This design comes from an exercise in tuning for small area on the open sky130 flow, not from production work. In this exercise RTL edits were held to simulation tests only and were not proved equivalent to the original. No activity file was given, so power comes from the tool's default toggle rates.

==> design/flow/design.v <==
module spi
	(
	input SCK,
	input CS,
	input MOSI,
	output MISO,
	input clk,
	input rst,
	input ready,
	input [7:0]datar,
	output [7:0]dataw,
	output reg valid
		);
	genvar i;
	reg [1:0]CS_sync;
	always @(posedge clk)begin
		CS_sync[0]<=CS;
		CS_sync[1]<=CS_sync[0];
	end
	reg [1:0]SCK_sync;
	always @(posedge clk)begin
		if(rst)
			SCK_sync<=0;  
		else
			SCK_sync[0]<=SCK;
			SCK_sync[1]<=SCK_sync[0];
	end
	reg late_SCK;
	always @(posedge clk)begin
		if(rst)
			late_SCK<=0;  
		else
			late_SCK<=SCK_sync[1];
	end
	wire SCK_RE;
	wire SCK_FE;
	assign SCK_RE=~late_SCK & SCK_sync[1] & ~CS_sync[1];
	assign SCK_FE= late_SCK &~SCK_sync[1] & ~CS_sync[1];
	reg [2:0]counter;
	always @(posedge clk)begin
		if(rst)
			counter<=0;
		else if(SCK_FE)
			counter<=counter+1;
	end
	always @(posedge clk)begin
		if(rst)
			valid <=0;
		else
		 	valid <= counter==7 & SCK_RE;
	end
	reg [1:0]MOSI_sync;
	always @(posedge clk)begin
		if(rst)
			MOSI_sync<=2'b11;  
		else
			MOSI_sync[0]<=MOSI;
			MOSI_sync[1]<=MOSI_sync[0];
	end
	reg [7:0] MOSI_SR;
	always @(posedge clk)begin
		if(rst)
			MOSI_SR<=8'hFF;  
		else if(SCK_RE) begin
			MOSI_SR[0]	<=MOSI_sync[1];
			MOSI_SR[7:1]<=MOSI_SR[6:0];
		end
	end
	assign dataw=MOSI_SR;
	reg [7:0] MISO_SR;
	reg sending;
	always @(posedge clk)begin
		if( CS_sync[1] | rst)begin
			MISO_SR<=8'hFF;  
			sending<=0;
		end
		else if( SCK_FE & ready & ~sending)begin
			MISO_SR<=datar;
			sending<=1;
		end
		else if( SCK_FE & ready & sending)
			MISO_SR[7:1]<=MISO_SR[6:0];		
	end
	assign MISO = MISO_SR[7];
endmodule
module access_controler #(parameter nregwr = 41,parameter nregr = 6)
	(
	input clk,
	input rst,
	output we,
	output reg [7:0]data_out,
	output reg [$clog2(nregwr+nregr)-1:0]addr,
	input [7:0]data_in,
	output reg ready,
	output reg [7:0]datar,
	input [7:0]dataw,
	input valid
		);
	localparam adrr_s=0;
	localparam write=1;
	localparam read=2;
	localparam burst=3;
	reg [$clog2(nregwr)-1:0]burst_cnt;
	reg [1:0] state;
	always @(posedge clk) begin
		if(rst)begin
			state<=adrr_s;
		end
		else if( state==adrr_s & dataw==8'hFF & valid)begin
			state<=burst;
		end
		else if( state==adrr_s & dataw[7] & valid)begin
			state<=write;
		end
		else if( state==adrr_s & ~dataw[7] & valid)begin
			state<=read;
		end
		else if( state==write & valid )begin
			state<=adrr_s;			
		end
		else if( state==read & valid )
			state<=adrr_s;
		else if( state==burst & burst_cnt==(nregwr+1) )
			state<=adrr_s;
	end
	reg single_we;
	reg burst_we;
	assign we = single_we | burst_we;
	always @(posedge clk) begin
		if(rst)
			addr<=0;
		else if( state==adrr_s & valid)
			addr<=dataw[$clog2(nregwr+nregr)-1:0];
		else if(state==burst)
			addr<=burst_cnt;
		if(rst)begin
			data_out<=0;
			single_we<=0;
		end
		else if(state==write & valid )begin
			single_we<=1;
			data_out<=dataw;
		end
		else 
			single_we<=0;
		if(rst)begin
			datar<=0;
			ready<=0;
		end 
		else if(state==read)begin
			datar<=data_in;
			ready<=1;
		end
		else
			ready<=0;
		if(rst | state==burst & burst_cnt==(nregwr+1) )begin
			burst_cnt<=0;
			data_out<=0;
			burst_we<=0;
		end
		else if(state==burst & valid )begin
			burst_cnt <= burst_cnt+1;
			burst_we  <= 1 ;
			data_out  <=dataw;
		end
		else 
			burst_we  <=0;
	end
endmodule
module registers(
  input        clk,
  input        rst,
  input        we,
  input  [7:0] dataw,
  input  [5:0] addr,
  output [7:0] datar,
  input  [3:0] regr_0,
  input  [6:0] regr_1,
  input  [7:0] regr_2,
  input  [7:0] regr_3,
  input  [7:0] regr_4,
  input  [7:0] regr_5,
  output [7:0] regwr_0,
  output [7:0] regwr_1,
  output [7:0] regwr_2,
  output [7:0] regwr_3,
  output [2:0] regwr_4,
  output [7:0] regwr_5,
  output [3:0] regwr_6,
  output [1:0] regwr_7,
  output [4:0] regwr_8,
  output [4:0] regwr_9,
  output [4:0] regwr_10,
  output [4:0] regwr_11,
  output       regwr_12,
  output       regwr_13,
  output       regwr_14,
  output [2:0] regwr_15,
  output [2:0] regwr_16,
  output [1:0] regwr_17,
  output [1:0] regwr_18,
  output       regwr_19,
  output       regwr_20,
  output [1:0] regwr_21,
  output       regwr_22,
  output [6:0] regwr_23,
  output       regwr_24,
  output       regwr_25,
  output       regwr_26,
  output [3:0] regwr_27,
  output [3:0] regwr_28,
  output       regwr_29,
  output       regwr_30,
  output       regwr_31,
  output [2:0] regwr_32,
  output [2:0] regwr_33,
  output [2:0] regwr_34,
  output       regwr_35,
  output       regwr_36,
  output       regwr_37,
  output       regwr_38,
  output       regwr_39,
  output [7:0] regwr_40,
  output [7:0] regwr_41
);
  reg [7:0] _T;  
  wire  _T_1 = addr == 6'h0;  
  wire  _T_2 = we & _T_1;  
  reg [7:0] _T_3;  
  wire  _T_4 = addr == 6'h1;  
  wire  _T_5 = we & _T_4;  
  reg [7:0] _T_6;  
  wire  _T_7 = addr == 6'h2;  
  wire  _T_8 = we & _T_7;  
  reg [7:0] _T_9;  
  wire  _T_10 = addr == 6'h3;  
  wire  _T_11 = we & _T_10;  
  reg [2:0] _T_12;  
  wire  _T_13 = addr == 6'h4;  
  wire  _T_14 = we & _T_13;  
  wire [7:0] _GEN_4 = _T_14 ? dataw : {{5'd0}, _T_12};  
  reg [7:0] _T_15;  
  wire  _T_16 = addr == 6'h5;  
  wire  _T_17 = we & _T_16;  
  reg [3:0] _T_18;  
  wire  _T_19 = addr == 6'h6;  
  wire  _T_20 = we & _T_19;  
  wire [7:0] _GEN_6 = _T_20 ? dataw : {{4'd0}, _T_18};  
  reg [1:0] _T_21;  
  wire  _T_22 = addr == 6'h7;  
  wire  _T_23 = we & _T_22;  
  wire [7:0] _GEN_7 = _T_23 ? dataw : {{6'd0}, _T_21};  
  reg [4:0] _T_24;  
  wire  _T_25 = addr == 6'h8;  
  wire  _T_26 = we & _T_25;  
  wire [7:0] _GEN_8 = _T_26 ? dataw : {{3'd0}, _T_24};  
  reg [4:0] _T_27;  
  wire  _T_28 = addr == 6'h9;  
  wire  _T_29 = we & _T_28;  
  wire [7:0] _GEN_9 = _T_29 ? dataw : {{3'd0}, _T_27};  
  reg [4:0] _T_30;  
  wire  _T_31 = addr == 6'ha;  
  wire  _T_32 = we & _T_31;  
  wire [7:0] _GEN_10 = _T_32 ? dataw : {{3'd0}, _T_30};  
  reg [4:0] _T_33;  
  wire  _T_34 = addr == 6'hb;  
  wire  _T_35 = we & _T_34;  
  wire [7:0] _GEN_11 = _T_35 ? dataw : {{3'd0}, _T_33};  
  reg  _T_36;  
  wire  _T_37 = addr == 6'hc;  
  wire  _T_38 = we & _T_37;  
  wire [7:0] _GEN_12 = _T_38 ? dataw : {{7'd0}, _T_36};  
  reg  _T_39;  
  wire  _T_40 = addr == 6'hd;  
  wire  _T_41 = we & _T_40;  
  wire [7:0] _GEN_13 = _T_41 ? dataw : {{7'd0}, _T_39};  
  reg  _T_42;  
  wire  _T_43 = addr == 6'he;  
  wire  _T_44 = we & _T_43;  
  wire [7:0] _GEN_14 = _T_44 ? dataw : {{7'd0}, _T_42};  
  reg [2:0] _T_45;  
  wire  _T_46 = addr == 6'hf;  
  wire  _T_47 = we & _T_46;  
  wire [7:0] _GEN_15 = _T_47 ? dataw : {{5'd0}, _T_45};  
  reg [2:0] _T_48;  
  wire  _T_49 = addr == 6'h10;  
  wire  _T_50 = we & _T_49;  
  wire [7:0] _GEN_16 = _T_50 ? dataw : {{5'd0}, _T_48};  
  reg [1:0] _T_51;  
  wire  _T_52 = addr == 6'h11;  
  wire  _T_53 = we & _T_52;  
  wire [7:0] _GEN_17 = _T_53 ? dataw : {{6'd0}, _T_51};  
  reg [1:0] _T_54;  
  wire  _T_55 = addr == 6'h12;  
  wire  _T_56 = we & _T_55;  
  wire [7:0] _GEN_18 = _T_56 ? dataw : {{6'd0}, _T_54};  
  reg  _T_57;  
  wire  _T_58 = addr == 6'h13;  
  wire  _T_59 = we & _T_58;  
  wire [7:0] _GEN_19 = _T_59 ? dataw : {{7'd0}, _T_57};  
  reg  _T_60;  
  wire  _T_61 = addr == 6'h14;  
  wire  _T_62 = we & _T_61;  
  wire [7:0] _GEN_20 = _T_62 ? dataw : {{7'd0}, _T_60};  
  reg [1:0] _T_63;  
  wire  _T_64 = addr == 6'h15;  
  wire  _T_65 = we & _T_64;  
  wire [7:0] _GEN_21 = _T_65 ? dataw : {{6'd0}, _T_63};  
  reg  _T_66;  
  wire  _T_67 = addr == 6'h16;  
  wire  _T_68 = we & _T_67;  
  wire [7:0] _GEN_22 = _T_68 ? dataw : {{7'd0}, _T_66};  
  reg [6:0] _T_69;  
  wire  _T_70 = addr == 6'h17;  
  wire  _T_71 = we & _T_70;  
  wire [7:0] _GEN_23 = _T_71 ? dataw : {{1'd0}, _T_69};  
  reg  _T_72;  
  wire  _T_73 = addr == 6'h18;  
  wire  _T_74 = we & _T_73;  
  wire [7:0] _GEN_24 = _T_74 ? dataw : {{7'd0}, _T_72};  
  reg  _T_75;  
  wire  _T_76 = addr == 6'h19;  
  wire  _T_77 = we & _T_76;  
  wire [7:0] _GEN_25 = _T_77 ? dataw : {{7'd0}, _T_75};  
  reg  _T_78;  
  wire  _T_79 = addr == 6'h1a;  
  wire  _T_80 = we & _T_79;  
  wire [7:0] _GEN_26 = _T_80 ? dataw : {{7'd0}, _T_78};  
  reg [3:0] _T_81;  
  wire  _T_82 = addr == 6'h1b;  
  wire  _T_83 = we & _T_82;  
  wire [7:0] _GEN_27 = _T_83 ? dataw : {{4'd0}, _T_81};  
  reg [3:0] _T_84;  
  wire  _T_85 = addr == 6'h1c;  
  wire  _T_86 = we & _T_85;  
  wire [7:0] _GEN_28 = _T_86 ? dataw : {{4'd0}, _T_84};  
  reg  _T_87;  
  wire  _T_88 = addr == 6'h1d;  
  wire  _T_89 = we & _T_88;  
  wire [7:0] _GEN_29 = _T_89 ? dataw : {{7'd0}, _T_87};  
  reg  _T_90;  
  wire  _T_91 = addr == 6'h1e;  
  wire  _T_92 = we & _T_91;  
  wire [7:0] _GEN_30 = _T_92 ? dataw : {{7'd0}, _T_90};  
  reg  _T_93;  
  wire  _T_94 = addr == 6'h1f;  
  wire  _T_95 = we & _T_94;  
  wire [7:0] _GEN_31 = _T_95 ? dataw : {{7'd0}, _T_93};  
  reg [2:0] _T_96;  
  wire  _T_97 = addr == 6'h20;  
  wire  _T_98 = we & _T_97;  
  wire [7:0] _GEN_32 = _T_98 ? dataw : {{5'd0}, _T_96};  
  reg [2:0] _T_99;  
  wire  _T_100 = addr == 6'h21;  
  wire  _T_101 = we & _T_100;  
  wire [7:0] _GEN_33 = _T_101 ? dataw : {{5'd0}, _T_99};  
  reg [2:0] _T_102;  
  wire  _T_103 = addr == 6'h22;  
  wire  _T_104 = we & _T_103;  
  wire [7:0] _GEN_34 = _T_104 ? dataw : {{5'd0}, _T_102};  
  reg  _T_105;  
  wire  _T_106 = addr == 6'h23;  
  wire  _T_107 = we & _T_106;  
  wire [7:0] _GEN_35 = _T_107 ? dataw : {{7'd0}, _T_105};  
  reg  _T_108;  
  wire  _T_109 = addr == 6'h24;  
  wire  _T_110 = we & _T_109;  
  wire [7:0] _GEN_36 = _T_110 ? dataw : {{7'd0}, _T_108};  
  reg  _T_111;  
  wire  _T_112 = addr == 6'h25;  
  wire  _T_113 = we & _T_112;  
  wire [7:0] _GEN_37 = _T_113 ? dataw : {{7'd0}, _T_111};  
  reg  _T_114;  
  wire  _T_115 = addr == 6'h26;  
  wire  _T_116 = we & _T_115;  
  wire [7:0] _GEN_38 = _T_116 ? dataw : {{7'd0}, _T_114};  
  reg  _T_117;  
  wire  _T_118 = addr == 6'h27;  
  wire  _T_119 = we & _T_118;  
  wire [7:0] _GEN_39 = _T_119 ? dataw : {{7'd0}, _T_117};  
  reg [7:0] _T_120;  
  wire  _T_121 = addr == 6'h28;  
  wire  _T_122 = we & _T_121;  
  reg [7:0] _T_123;  
  wire  _T_124 = addr == 6'h29;  
  wire  _T_125 = we & _T_124;  
  reg [7:0] _T_128_0;  
  reg [7:0] _T_128_1;  
  reg [7:0] _T_128_2;  
  reg [7:0] _T_128_3;  
  reg [7:0] _T_128_4;  
  reg [7:0] _T_128_5;  
  wire [7:0] _T_126_4 = {{5'd0}, _T_12};  
  wire [7:0] _T_126_6 = {{4'd0}, _T_18};  
  wire [7:0] _T_126_9 = {{3'd0}, _T_27};  
  wire [7:0] _T_126_8 = {{3'd0}, _T_24};  
  wire [7:0] _T_126_7 = {{6'd0}, _T_21};  
  wire [79:0] _T_143 = {_T_126_9,_T_126_8,_T_126_7,_T_126_6,_T_15,_T_126_4,_T_9,_T_6,_T_3,_T};  
  wire [7:0] _T_126_11 = {{3'd0}, _T_33};  
  wire [7:0] _T_126_10 = {{3'd0}, _T_30};  
  wire [7:0] _T_126_14 = {{7'd0}, _T_42};  
  wire [7:0] _T_126_13 = {{7'd0}, _T_39};  
  wire [7:0] _T_126_12 = {{7'd0}, _T_36};  
  wire [39:0] _T_147 = {_T_126_14,_T_126_13,_T_126_12,_T_126_11,_T_126_10};  
  wire [7:0] _T_126_17 = {{6'd0}, _T_51};  
  wire [7:0] _T_126_16 = {{5'd0}, _T_48};  
  wire [7:0] _T_126_15 = {{5'd0}, _T_45};  
  wire [7:0] _T_126_20 = {{7'd0}, _T_60};  
  wire [7:0] _T_126_19 = {{7'd0}, _T_57};  
  wire [7:0] _T_126_18 = {{6'd0}, _T_54};  
  wire [167:0] _T_154 = {_T_126_20,_T_126_19,_T_126_18,_T_126_17,_T_126_16,_T_126_15,_T_147,_T_143};  
  wire [7:0] _T_126_22 = {{7'd0}, _T_66};  
  wire [7:0] _T_126_21 = {{6'd0}, _T_63};  
  wire [7:0] _T_126_25 = {{7'd0}, _T_75};  
  wire [7:0] _T_126_24 = {{7'd0}, _T_72};  
  wire [7:0] _T_126_23 = {{1'd0}, _T_69};  
  wire [7:0] _T_126_27 = {{4'd0}, _T_81};  
  wire [7:0] _T_126_26 = {{7'd0}, _T_78};  
  wire [7:0] _T_126_30 = {{7'd0}, _T_90};  
  wire [7:0] _T_126_29 = {{7'd0}, _T_87};  
  wire [7:0] _T_126_28 = {{4'd0}, _T_84};  
  wire [79:0] _T_163 = {_T_126_30,_T_126_29,_T_126_28,_T_126_27,_T_126_26,_T_126_25,_T_126_24,_T_126_23,_T_126_22,_T_126_21};  
  wire [7:0] _T_126_32 = {{5'd0}, _T_96};  
  wire [7:0] _T_126_31 = {{7'd0}, _T_93};  
  wire [7:0] _T_126_35 = {{7'd0}, _T_105};  
  wire [7:0] _T_126_34 = {{5'd0}, _T_102};  
  wire [7:0] _T_126_33 = {{5'd0}, _T_99};  
  wire [39:0] _T_167 = {_T_126_35,_T_126_34,_T_126_33,_T_126_32,_T_126_31};  
  wire [7:0] _T_126_38 = {{7'd0}, _T_114};  
  wire [7:0] _T_126_37 = {{7'd0}, _T_111};  
  wire [7:0] _T_126_36 = {{7'd0}, _T_108};  
  wire [7:0] _T_126_39 = {{7'd0}, _T_117};  
  wire [335:0] _T_175 = {_T_123,_T_120,_T_126_39,_T_126_38,_T_126_37,_T_126_36,_T_167,_T_163,_T_154};  
  wire [383:0] _T_176 = {_T_128_5,_T_128_4,_T_128_3,_T_128_2,_T_128_1,_T_128_0,_T_175};  
  reg [7:0] _T_227;  
  assign datar = _T_227;  
  assign regwr_0 = _T;  
  assign regwr_1 = _T_3;  
  assign regwr_2 = _T_6;  
  assign regwr_3 = _T_9;  
  assign regwr_4 = _T_12;  
  assign regwr_5 = _T_15;  
  assign regwr_6 = _T_18;  
  assign regwr_7 = _T_21;  
  assign regwr_8 = _T_24;  
  assign regwr_9 = _T_27;  
  assign regwr_10 = _T_30;  
  assign regwr_11 = _T_33;  
  assign regwr_12 = _T_36;  
  assign regwr_13 = _T_39;  
  assign regwr_14 = _T_42;  
  assign regwr_15 = _T_45;  
  assign regwr_16 = _T_48;  
  assign regwr_17 = _T_51;  
  assign regwr_18 = _T_54;  
  assign regwr_19 = _T_57;  
  assign regwr_20 = _T_60;  
  assign regwr_21 = _T_63;  
  assign regwr_22 = _T_66;  
  assign regwr_23 = _T_69;  
  assign regwr_24 = _T_72;  
  assign regwr_25 = _T_75;  
  assign regwr_26 = _T_78;  
  assign regwr_27 = _T_81;  
  assign regwr_28 = _T_84;  
  assign regwr_29 = _T_87;  
  assign regwr_30 = _T_90;  
  assign regwr_31 = _T_93;  
  assign regwr_32 = _T_96;  
  assign regwr_33 = _T_99;  
  assign regwr_34 = _T_102;  
  assign regwr_35 = _T_105;  
  assign regwr_36 = _T_108;  
  assign regwr_37 = _T_111;  
  assign regwr_38 = _T_114;  
  assign regwr_39 = _T_117;  
  assign regwr_40 = _T_120;  
  assign regwr_41 = _T_123;  
  always @(posedge clk) begin
    if (6'h2f == addr) begin
      _T_227 <= _T_176[383:376];
    end else if (6'h2e == addr) begin
      _T_227 <= _T_176[375:368];
    end else if (6'h2d == addr) begin
      _T_227 <= _T_176[367:360];
    end else if (6'h2c == addr) begin
      _T_227 <= _T_176[359:352];
    end else if (6'h2b == addr) begin
      _T_227 <= _T_176[351:344];
    end else if (6'h2a == addr) begin
      _T_227 <= _T_176[343:336];
    end else if (6'h29 == addr) begin
      _T_227 <= _T_176[335:328];
    end else if (6'h28 == addr) begin
      _T_227 <= _T_176[327:320];
    end else if (6'h27 == addr) begin
      _T_227 <= _T_176[319:312];
    end else if (6'h26 == addr) begin
      _T_227 <= _T_176[311:304];
    end else if (6'h25 == addr) begin
      _T_227 <= _T_176[303:296];
    end else if (6'h24 == addr) begin
      _T_227 <= _T_176[295:288];
    end else if (6'h23 == addr) begin
      _T_227 <= _T_176[287:280];
    end else if (6'h22 == addr) begin
      _T_227 <= _T_176[279:272];
    end else if (6'h21 == addr) begin
      _T_227 <= _T_176[271:264];
    end else if (6'h20 == addr) begin
      _T_227 <= _T_176[263:256];
    end else if (6'h1f == addr) begin
      _T_227 <= _T_176[255:248];
    end else if (6'h1e == addr) begin
      _T_227 <= _T_176[247:240];
    end else if (6'h1d == addr) begin
      _T_227 <= _T_176[239:232];
    end else if (6'h1c == addr) begin
      _T_227 <= _T_176[231:224];
    end else if (6'h1b == addr) begin
      _T_227 <= _T_176[223:216];
    end else if (6'h1a == addr) begin
      _T_227 <= _T_176[215:208];
    end else if (6'h19 == addr) begin
      _T_227 <= _T_176[207:200];
    end else if (6'h18 == addr) begin
      _T_227 <= _T_176[199:192];
    end else if (6'h17 == addr) begin
      _T_227 <= _T_176[191:184];
    end else if (6'h16 == addr) begin
      _T_227 <= _T_176[183:176];
    end else if (6'h15 == addr) begin
      _T_227 <= _T_176[175:168];
    end else if (6'h14 == addr) begin
      _T_227 <= _T_176[167:160];
    end else if (6'h13 == addr) begin
      _T_227 <= _T_176[159:152];
    end else if (6'h12 == addr) begin
      _T_227 <= _T_176[151:144];
    end else if (6'h11 == addr) begin
      _T_227 <= _T_176[143:136];
    end else if (6'h10 == addr) begin
      _T_227 <= _T_176[135:128];
    end else if (6'hf == addr) begin
      _T_227 <= _T_176[127:120];
    end else if (6'he == addr) begin
      _T_227 <= _T_176[119:112];
    end else if (6'hd == addr) begin
      _T_227 <= _T_176[111:104];
    end else if (6'hc == addr) begin
      _T_227 <= _T_176[103:96];
    end else if (6'hb == addr) begin
      _T_227 <= _T_176[95:88];
    end else if (6'ha == addr) begin
      _T_227 <= _T_176[87:80];
    end else if (6'h9 == addr) begin
      _T_227 <= _T_176[79:72];
    end else if (6'h8 == addr) begin
      _T_227 <= _T_176[71:64];
    end else if (6'h7 == addr) begin
      _T_227 <= _T_176[63:56];
    end else if (6'h6 == addr) begin
      _T_227 <= _T_176[55:48];
    end else if (6'h5 == addr) begin
      _T_227 <= _T_176[47:40];
    end else if (6'h4 == addr) begin
      _T_227 <= _T_176[39:32];
    end else if (6'h3 == addr) begin
      _T_227 <= _T_176[31:24];
    end else if (6'h2 == addr) begin
      _T_227 <= _T_176[23:16];
    end else if (6'h1 == addr) begin
      _T_227 <= _T_176[15:8];
    end else begin
      _T_227 <= _T_176[7:0];
    end
  end
  always @(posedge clk or posedge rst) begin
    if (rst) begin
      _T <= 8'h81;
    end else if (_T_2) begin
      _T <= dataw;
    end
  end
  always @(posedge clk or posedge rst) begin
    if (rst) begin
      _T_3 <= 8'hff;
    end else if (_T_5) begin
      _T_3 <= dataw;
    end
  end
  always @(posedge clk or posedge rst) begin
    if (rst) begin
      _T_6 <= 8'h0;
    end else if (_T_8) begin
      _T_6 <= dataw;
    end
  end
  always @(posedge clk or posedge rst) begin
    if (rst) begin
      _T_9 <= 8'h0;
    end else if (_T_11) begin
      _T_9 <= dataw;
    end
  end
  always @(posedge clk or posedge rst) begin
    if (rst) begin
      _T_12 <= 3'h4;
    end else begin
      _T_12 <= _GEN_4[2:0];
    end
  end
  always @(posedge clk or posedge rst) begin
    if (rst) begin
      _T_15 <= 8'hff;
    end else if (_T_17) begin
      _T_15 <= dataw;
    end
  end
  always @(posedge clk or posedge rst) begin
    if (rst) begin
      _T_18 <= 4'h0;
    end else begin
      _T_18 <= _GEN_6[3:0];
    end
  end
  always @(posedge clk or posedge rst) begin
    if (rst) begin
      _T_21 <= 2'h0;
    end else begin
      _T_21 <= _GEN_7[1:0];
    end
  end
  always @(posedge clk or posedge rst) begin
    if (rst) begin
      _T_24 <= 5'hb;
    end else begin
      _T_24 <= _GEN_8[4:0];
    end
  end
  always @(posedge clk or posedge rst) begin
    if (rst) begin
      _T_27 <= 5'h2;
    end else begin
      _T_27 <= _GEN_9[4:0];
    end
  end
  always @(posedge clk or posedge rst) begin
    if (rst) begin
      _T_30 <= 5'h0;
    end else begin
      _T_30 <= _GEN_10[4:0];
    end
  end
  always @(posedge clk or posedge rst) begin
    if (rst) begin
      _T_33 <= 5'h0;
    end else begin
      _T_33 <= _GEN_11[4:0];
    end
  end
  always @(posedge clk or posedge rst) begin
    if (rst) begin
      _T_36 <= 1'h0;
    end else begin
      _T_36 <= _GEN_12[0];
    end
  end
  always @(posedge clk or posedge rst) begin
    if (rst) begin
      _T_39 <= 1'h0;
    end else begin
      _T_39 <= _GEN_13[0];
    end
  end
  always @(posedge clk or posedge rst) begin
    if (rst) begin
      _T_42 <= 1'h1;
    end else begin
      _T_42 <= _GEN_14[0];
    end
  end
  always @(posedge clk or posedge rst) begin
    if (rst) begin
      _T_45 <= 3'h3;
    end else begin
      _T_45 <= _GEN_15[2:0];
    end
  end
  always @(posedge clk or posedge rst) begin
    if (rst) begin
      _T_48 <= 3'h1;
    end else begin
      _T_48 <= _GEN_16[2:0];
    end
  end
  always @(posedge clk or posedge rst) begin
    if (rst) begin
      _T_51 <= 2'h1;
    end else begin
      _T_51 <= _GEN_17[1:0];
    end
  end
  always @(posedge clk or posedge rst) begin
    if (rst) begin
      _T_54 <= 2'h1;
    end else begin
      _T_54 <= _GEN_18[1:0];
    end
  end
  always @(posedge clk or posedge rst) begin
    if (rst) begin
      _T_57 <= 1'h0;
    end else begin
      _T_57 <= _GEN_19[0];
    end
  end
  always @(posedge clk or posedge rst) begin
    if (rst) begin
      _T_60 <= 1'h0;
    end else begin
      _T_60 <= _GEN_20[0];
    end
  end
  always @(posedge clk or posedge rst) begin
    if (rst) begin
      _T_63 <= 2'h0;
    end else begin
      _T_63 <= _GEN_21[1:0];
    end
  end
  always @(posedge clk or posedge rst) begin
    if (rst) begin
      _T_66 <= 1'h1;
    end else begin
      _T_66 <= _GEN_22[0];
    end
  end
  always @(posedge clk or posedge rst) begin
    if (rst) begin
      _T_69 <= 7'h0;
    end else begin
      _T_69 <= _GEN_23[6:0];
    end
  end
  always @(posedge clk or posedge rst) begin
    if (rst) begin
      _T_72 <= 1'h0;
    end else begin
      _T_72 <= _GEN_24[0];
    end
  end
  always @(posedge clk or posedge rst) begin
    if (rst) begin
      _T_75 <= 1'h0;
    end else begin
      _T_75 <= _GEN_25[0];
    end
  end
  always @(posedge clk or posedge rst) begin
    if (rst) begin
      _T_78 <= 1'h0;
    end else begin
      _T_78 <= _GEN_26[0];
    end
  end
  always @(posedge clk or posedge rst) begin
    if (rst) begin
      _T_81 <= 4'h0;
    end else begin
      _T_81 <= _GEN_27[3:0];
    end
  end
  always @(posedge clk or posedge rst) begin
    if (rst) begin
      _T_84 <= 4'h8;
    end else begin
      _T_84 <= _GEN_28[3:0];
    end
  end
  always @(posedge clk or posedge rst) begin
    if (rst) begin
      _T_87 <= 1'h0;
    end else begin
      _T_87 <= _GEN_29[0];
    end
  end
  always @(posedge clk or posedge rst) begin
    if (rst) begin
      _T_90 <= 1'h0;
    end else begin
      _T_90 <= _GEN_30[0];
    end
  end
  always @(posedge clk or posedge rst) begin
    if (rst) begin
      _T_93 <= 1'h0;
    end else begin
      _T_93 <= _GEN_31[0];
    end
  end
  always @(posedge clk or posedge rst) begin
    if (rst) begin
      _T_96 <= 3'h0;
    end else begin
      _T_96 <= _GEN_32[2:0];
    end
  end
  always @(posedge clk or posedge rst) begin
    if (rst) begin
      _T_99 <= 3'h0;
    end else begin
      _T_99 <= _GEN_33[2:0];
    end
  end
  always @(posedge clk or posedge rst) begin
    if (rst) begin
      _T_102 <= 3'h0;
    end else begin
      _T_102 <= _GEN_34[2:0];
    end
  end
  always @(posedge clk or posedge rst) begin
    if (rst) begin
      _T_105 <= 1'h1;
    end else begin
      _T_105 <= _GEN_35[0];
    end
  end
  always @(posedge clk or posedge rst) begin
    if (rst) begin
      _T_108 <= 1'h1;
    end else begin
      _T_108 <= _GEN_36[0];
    end
  end
  always @(posedge clk or posedge rst) begin
    if (rst) begin
      _T_111 <= 1'h1;
    end else begin
      _T_111 <= _GEN_37[0];
    end
  end
  always @(posedge clk or posedge rst) begin
    if (rst) begin
      _T_114 <= 1'h0;
    end else begin
      _T_114 <= _GEN_38[0];
    end
  end
  always @(posedge clk or posedge rst) begin
    if (rst) begin
      _T_117 <= 1'h0;
    end else begin
      _T_117 <= _GEN_39[0];
    end
  end
  always @(posedge clk or posedge rst) begin
    if (rst) begin
      _T_120 <= 8'h0;
    end else if (_T_122) begin
      _T_120 <= dataw;
    end
  end
  always @(posedge clk or posedge rst) begin
    if (rst) begin
      _T_123 <= 8'h0;
    end else if (_T_125) begin
      _T_123 <= dataw;
    end
  end
  always @(posedge clk or posedge rst) begin
    if (rst) begin
      _T_128_0 <= 8'h0;
    end else begin
      _T_128_0 <= {{4'd0}, regr_0};
    end
  end
  always @(posedge clk or posedge rst) begin
    if (rst) begin
      _T_128_1 <= 8'h0;
    end else begin
      _T_128_1 <= {{1'd0}, regr_1};
    end
  end
  always @(posedge clk or posedge rst) begin
    if (rst) begin
      _T_128_2 <= 8'h0;
    end else begin
      _T_128_2 <= regr_2;
    end
  end
  always @(posedge clk or posedge rst) begin
    if (rst) begin
      _T_128_3 <= 8'h0;
    end else begin
      _T_128_3 <= regr_3;
    end
  end
  always @(posedge clk or posedge rst) begin
    if (rst) begin
      _T_128_4 <= 8'h0;
    end else begin
      _T_128_4 <= regr_4;
    end
  end
  always @(posedge clk or posedge rst) begin
    if (rst) begin
      _T_128_5 <= 8'h0;
    end else begin
      _T_128_5 <= regr_5;
    end
  end
endmodule
module drac
	(
	input SCK,
	input CS,
	input MOSI,
	output MISO,
	input clk,
	input rst,
  input  [3:0] regr_0,
  input  [6:0] regr_1,
  input  [7:0] regr_2,
  input  [7:0] regr_3,
  input  [7:0] regr_4,
  input  [7:0] regr_5,
  output [7:0] regwr_0,
  output [7:0] regwr_1,
  output [7:0] regwr_2,
  output [7:0] regwr_3,
  output [2:0] regwr_4,
  output [7:0] regwr_5,
  output [3:0] regwr_6,
  output [1:0] regwr_7,
  output [4:0] regwr_8,
  output [4:0] regwr_9,
  output [4:0] regwr_10,
  output [4:0] regwr_11,
  output       regwr_12,
  output       regwr_13,
  output       regwr_14,
  output [2:0] regwr_15,
  output [2:0] regwr_16,
  output [1:0] regwr_17,
  output [1:0] regwr_18,
  output       regwr_19,
  output       regwr_20,
  output [1:0] regwr_21,
  output       regwr_22,
  output [6:0] regwr_23,
  output       regwr_24,
  output       regwr_25,
  output       regwr_26,
  output [3:0] regwr_27,
  output [3:0] regwr_28,
  output       regwr_29,
  output       regwr_30,
  output       regwr_31,
  output [2:0] regwr_32,
  output [2:0] regwr_33,
  output [2:0] regwr_34,
  output       regwr_35,
  output       regwr_36,
  output       regwr_37,
  output       regwr_38,
  output       regwr_39,
  output [7:0] regwr_40,
  output [7:0] regwr_41
		);
	wire ready;
	wire [7:0]datar;
	wire [7:0]dataw;
	wire valid;
	spi SPI(
	.SCK(SCK),
	.MOSI(MOSI),
	.MISO(MISO),
	.CS(CS),
	.ready(ready),
	.datar(datar),
	.dataw(dataw),
	.valid(valid),
	.rst(rst),
	.clk(clk)
	);
localparam nregwr =41; 
localparam nregr =6; 
wire we;
wire [7:0] data_out;
wire [7:0] data_in;
wire [$clog2(nregwr+nregr)-1:0] addr;
access_controler#(nregwr,nregr) CONTROL(
	.we(we),
	.data_out(data_out),
	.addr(addr),
	.data_in(data_in),
	.ready(ready),
	.datar(datar),
	.dataw(dataw),
	.valid(valid),
	.rst(rst),
	.clk(clk)
		);
registers REGS	(
	.we(we),
	.dataw(data_out),
	.addr(addr),
	.datar(data_in),
	.rst(rst),
	.clk(clk),
	.regr_0(regr_0),
	.regr_1(regr_1),
	.regr_2(regr_2),
	.regr_3(regr_3),
	.regr_4(regr_4),
	.regr_5(regr_5),
	.regwr_0(regwr_0),
	.regwr_1(regwr_1),
	.regwr_2(regwr_2),
	.regwr_3(regwr_3),
	.regwr_4(regwr_4),
	.regwr_5(regwr_5),
	.regwr_6(regwr_6),
	.regwr_7(regwr_7),
	.regwr_8(regwr_8),
	.regwr_9(regwr_9),
	.regwr_10(regwr_10),
	.regwr_11(regwr_11),
	.regwr_12(regwr_12),
	.regwr_13(regwr_13),
	.regwr_14(regwr_14),
	.regwr_15(regwr_15),
	.regwr_16(regwr_16),
	.regwr_17(regwr_17),
	.regwr_18(regwr_18),
	.regwr_19(regwr_19),
	.regwr_20(regwr_20),
	.regwr_21(regwr_21),
	.regwr_22(regwr_22),
	.regwr_23(regwr_23),
	.regwr_24(regwr_24),
	.regwr_25(regwr_25),
	.regwr_26(regwr_26),
	.regwr_27(regwr_27),
	.regwr_28(regwr_28),
	.regwr_29(regwr_29),
	.regwr_30(regwr_30),
	.regwr_31(regwr_31),
	.regwr_32(regwr_32),
	.regwr_33(regwr_33),
	.regwr_34(regwr_34),
	.regwr_35(regwr_35),
	.regwr_36(regwr_36),
	.regwr_37(regwr_37),
	.regwr_38(regwr_38),
	.regwr_39(regwr_39),
	.regwr_40(regwr_40),
	.regwr_41(regwr_41)		
		);
endmodule
==> design/flow/run.sh <==
#!/bin/bash
# synth_recipe.tcl (not shown) runs the flow's synth.tcl, then flattens the netlist and writes it again
# the make line also repeats each setting of config.mk as NAME=value (left out here)
make -C /OpenROAD-flow-scripts/flow DESIGN_CONFIG=/design/flow/config.mk WORK_HOME=/design/flow/orfs CLKGATE_MAP_FILE= SYNTH_SCRIPT=/design/flow/synth_recipe.tcl finish
==> design/flow/config.mk <==
export PLATFORM = sky130hd
export DESIGN_NAME = drac
export DESIGN_NICKNAME = drac
export VERILOG_FILES = /design/flow/design.v
export SDC_FILE = /design/flow/constraint.sdc
export NUM_CORES = 4
export LEC_CHECK = 0
export CAP_MARGIN = 20
export CORE_MARGIN = 2
export CORE_UTILIZATION = 40
export SLEW_MARGIN = 20
==> design/flow/constraint.sdc <==
create_clock -name core_clock -period 4.0 [get_ports {clk}]
set_input_delay 0.8000 -clock core_clock [delete_from_list [all_inputs] [get_ports {clk}]]
set_output_delay 0.8000 -clock core_clock [all_outputs]
set_load 0.01 [all_outputs]
==> summary.md <==
| Metric | Value |
|---|---|
| Status | `no timing/DRC/antenna violations` |
| Fin crit share | `76.28%` |
| Wirelength per Cell | `between 20 and 25 µm` |
| Setup Crit Path Kind | `reg2reg` |
| Detailed Place HPWL | `25420 µm` |
| DR vias/cell | `5.694` |
| Setup TNS | `0 ns` |
| Final routed DRC violation total | `0` |
| Synth Area per Inst | `around 11 µm²` |
| ANT nets after route | `0` |
| DRT iter0 DRCs | `878` |
| Number of synthesis warnings | `3` |
| Max Root-Sink Buffers | `3` |
| N_diodes | `0` |
| Sequential share of power | `about half` |
| Comb pwr share | `2.1%` |
| Post-CTS Setup Bufs | `0` |
| Max Fclk | `approximately 0.33 GHz` |
| Reg2reg end | `REGS._T_227[0]` |
| Net Sw Frac | `20.75%` |
| Largest net degree at the start of global routing | `80` |
| First-pass GRT wire length | `between 50000 and 60000 µm` |
| Share of layout cells above drive strength 1 | `between 20% and 30%` |
| Crit-path slowest cell | `dfxtp_1` |
| Grt ovf | `0` |
| Async SR Flop Fraction | `~72%` |
| DR pass1 iterations | `5` |
| Number of max-cap violations | `0` |
| Leak | `between 0.005 and 0.006 µW` |
| Final Hold Fails | `0` |
| Post-synthesis sequential area ratio | `51.27%` |
| RePlAce Congestion | `approximately 0.93` |
| Clk pin slew, worst setup/hold paths | `approximately 0.070 ns` |
| Final min period | `between 3 and 4 ns` |
| CP max stage delay | `~0.87 ns` |
| Chip Height | `roughly 170 µm` |
| Worst Setup End Kind | `flip-flop` |
| CORE AREA | `0.02863 mm²` |
| RSZ-0062 raised after global routing | `no` |
| Reg2Reg Depth | `5` |
| Initial Utilization | `40.57%` |
| Final Setup Violations | `0` |
| CP Max Fanout | `23` |
| Primary FF master, synth | `dfrtp_1` |
| Die area | `around 0.030 mm²` |
| Slew HR | `between 20% and 30%` |
| Routed via count | `a little over 9000` |
| CTS tree | `done` |
| Layout Nets | `between 1000 and 1500` |
| Row cnt | `62` |
| Vias in the first global route | `just over 9000` |
| Max rail drop VDD | `0.2819 mV` |
| Clock share of power | `about half` |
| Power density cells | `~360 mW/mm²` |
| Worst Path Required | `roughly 4.4 ns` |
| Number of synthesized flops with an enable pin | `0` |
| IO Count | `roughly 190` |
| Die X | `between 150 and 200 µm` |
| Yosys reg bits | `250` |
| P&R area growth vs syn | `26.00%` |
| Post-Syn Instances | `~1100` |
| Clock sinks | `250` |
| Switching pwr | `1086 µW` |
| Max-slew violation count | `0` |
| CP startpoint kind | `flip-flop` |
| Critical-path cell list | `nor2b_1 > nand3_1 > o311ai_0 > a21oi_1 > a21boi_2` |
| CTS Hold Buffers Added | `0` |
| Flop2flop setup slack | `0.95 ns` |
| Initial antenna violation count | `0` |
| Clock skew | `roughly 0.013 ns` |
| CTS resizes | `0` |
| RR Startpoint | `CONTROL.addr[5]` |
| DRT Wirelength | `roughly 37000 µm` |
| Worst skew pair latency | `around 0.53 ns` |
| Post-layout util | `about half` |
| Worst slew pin tran | `around 1.1 ns` |
| Count of different cell masters after synthesis | `83` |
| Synthesized area | `about 0.012 mm²` |
| Cts bufs inserted | `27` |
| Worst EP arrival | `between 3 and 4 ns` |
| Min-delay src | `SPI.MOSI_sync[0]` |
| Tot GR Track Use | `approximately a quarter` |
| Hold Crit Depth | `0` |
| Worst hold path type | `reg2reg` |
| H-tree depth | `1` |
| Port-buffer cells | `186` |
| Filler Cell Count | `about 2600` |
| Syn_nets | `1124` |
| Cell-internal power | `a little over 4000 µW` |
| WHS Endpoint | `SPI.MOSI_sync[1]` |
| Clock root buffer | `clkbuf_16` |
## metal layers
layer | global-route usage, % | wire [µm] | vias to the layer above
met5 | 0 | 0 | -
met2 | 37.93 | 16990 | 376
met4 | 6.583 | 1044 | 0
met1 | 32.98 | 16130 | 4622
met3 | 4.112 | 2384 | 70
li1 | - | - | 4213
## synth_stat cells, types with 3 or more instances
master	count	area, µm²
dfrtp_1	147	3679
mux2_2	136	1531
nand2_1	92	345.3
nor2_1	91	341.6
dfxtp_1	69	1381
a21oi_1	55	275.3
o21ai_0	53	265.3
buf_2	42	210.2
mux2i_1	37	370.4
dfstp_2	34	893.4
clkbuf_1	27	101.4
nand3_1	22	110.1
a22oi_1	21	157.7
a31oi_1	16	100.1
nor2b_1	14	87.58
nor3_1	11	55.05
o211ai_1	11	82.58
o22ai_1	11	68.82
nand2b_1	10	62.56
inv_1	9	33.78
nor2_2	9	56.30
a211oi_1	8	60.06
o21ai_1	8	40.04
o221ai_1	8	70.07
a221oi_1	7	61.31
nand4_1	7	43.79
a21o_1	5	37.54
and3_1	5	31.28
nor3b_1	5	37.54
a31o_2	4	35.03
buf_6	4	45.04
ha_1	4	50.05
mux4_2	4	90.09
o2111ai_1	4	35.03
o21a_1	4	30.03
a221o_1	3	30.03
buf_1	3	11.26
nand3b_1	3	22.52
o2bb2ai_1	3	26.28
or2_2	3	18.77
or3_1	3	18.77
xnor2_1	3	26.28
xor2_1	3	26.28
## how the worst max path moves through the flow
stage | cells after the start | endpoint | slack [ns] | from
after detailed placement | 5 | REGS._T_227[0] | 1.02 | CONTROL.addr[5]
final | 5 | REGS._T_227[0] | 0.95 | CONTROL.addr[5]
after global placement | 5 | REGS._T_227[0] | 1.05 | CONTROL.addr[5]
after global routing | 5 | REGS._T_227[0] | 0.73 | CONTROL.addr[5]
after floorplan | 5 | CONTROL.burst_cnt[0] | 0.84 | rst
after CTS | 5 | REGS._T_227[0] | 0.99 | CONTROL.addr[5]
## worst max-delay path, delay by kind of cell, from the launching register on
kind            cells  cell delay (ns)
compound gates      3             1.08
simple gates        2             0.95
flops               1             0.87
## sequential cells by signal, summed over array words and instances (netlist names), 8 cells and up
name and flops:
REGS._T_128_3 8, REGS._T_128_5 8, REGS._T_6 8, REGS._T_227 8
REGS._T_123 8, REGS._T 8, CONTROL.data_out 8, REGS._T_9 8
REGS._T_120 8, REGS._T_128_4 8, CONTROL.datar 8, SPI.MISO_SR 8
REGS._T_128_2 8, SPI.MOSI_SR 8, REGS._T_15 8, REGS._T_3 8
## kinds of logic (layout without fill, tap and decap cells)
family	after synthesis	count (layout)	synth area share, %
compound gates	249	249	14.24
xor+xnor	6	6	0.4526
fa+ha+maj	4	4	0.4310
buf+inv	88	262	3.620
flops	250	250	51.27
mux	177	177	17.15
simple gates	298	298	12.83
## placed cells by master, fill, tap and decap left out, types with 7 or more instances in the layout
master and instances:
nand3_1 22, nand4_1 7, dfstp_2 34, nand2b_1 10, a211oi_1 8, a221oi_1 7, clkinv_2 8, mux2i_1 37
o211ai_1 11, buf_4 17, dfxtp_1 65, mux2_2 136, clkdlybuf4s50_1 186, o22ai_1 11, inv_1 9, dfrtp_1 147
nor3_1 11, o21ai_0 53, o221ai_1 8, nand2_1 92, clkbuf_16 27, nor2_2 9, a22oi_1 21, a21oi_1 55
nor2b_1 14, o21ai_1 7, a31oi_1 16, nor2_1 91
## stage by stage
stage,power (µW),area [µm²],hold WS [ns],setup slack (ns),cells
finish,5234,14630,0.3254,0.9487,1630
floorplan,2646,11620,0.3096,0.8439,1072
global route,5391,14630,0.3357,0.7306,1630
CTS,5290,14630,0.3250,0.9924,1630
global placement,2716,13720,0.3118,1.046,1581
detailed placement,2716,13720,0.3121,1.021,1581
## layout make-up
class / instances / area (µm²) / area share, %
tap: 384 / 480.5 / 3.284
sequential: 250 / 5963 / 40.76
clock buffer: 35 / 735.7 / 5.028
inverter: 10 / 42.54 / 0.2907
timing repair buffer: 203 / 1989 / 13.60
clock inverter: 14 / 177.7 / 1.214
multi-input combinational: 734 / 5243 / 35.83
## power by group through the flow
| stage | clock network, µW | registers [µW] | logic [µW] |
|---|---|---|---|
| finish | 2570 | 2560 | 109 |
| global route | 2710 | 2560 | 122 |
| CTS | 2620 | 2560 | 113 |
| detailed placement | 0 | 2600 | 113 |
| global placement | 0 | 2600 | 112 |
| floorplan | 0 | 2600 | 46.5 |

-- separate check: timing with driven ports --
No port has a modelled driver above. Below, the same layout with a new extraction and two added sets of constraints.
Step 1 sets driving cells, clkbuf_16 on the clock port and buf_2 on the other inputs (assumed; they add their load-dependent delay and slew).
Step 2, shift: input delay + t, output delay - t, t = (earliest + latest rising clock arrival at the registers) / 2. This alone moves slack from input paths to output paths.
Slacks: ideal ports / drivers / drivers and shift; pairs: ideal ports / drivers.
shift t [ns]: 0.581
setup WS [ns]: 0.949 / 0.949 / 0.949
clock arrival spread, ns: 0.013 / 0.013
slew at the worst register clock pin (ns): 0.07 / 0.07
worst slew at a driven data input, ns: 0.06
After both steps setup and hold are still met in this run. The setup slack of this run moves by 0.000 ns with the drivers and by 0.000 ns with both steps.
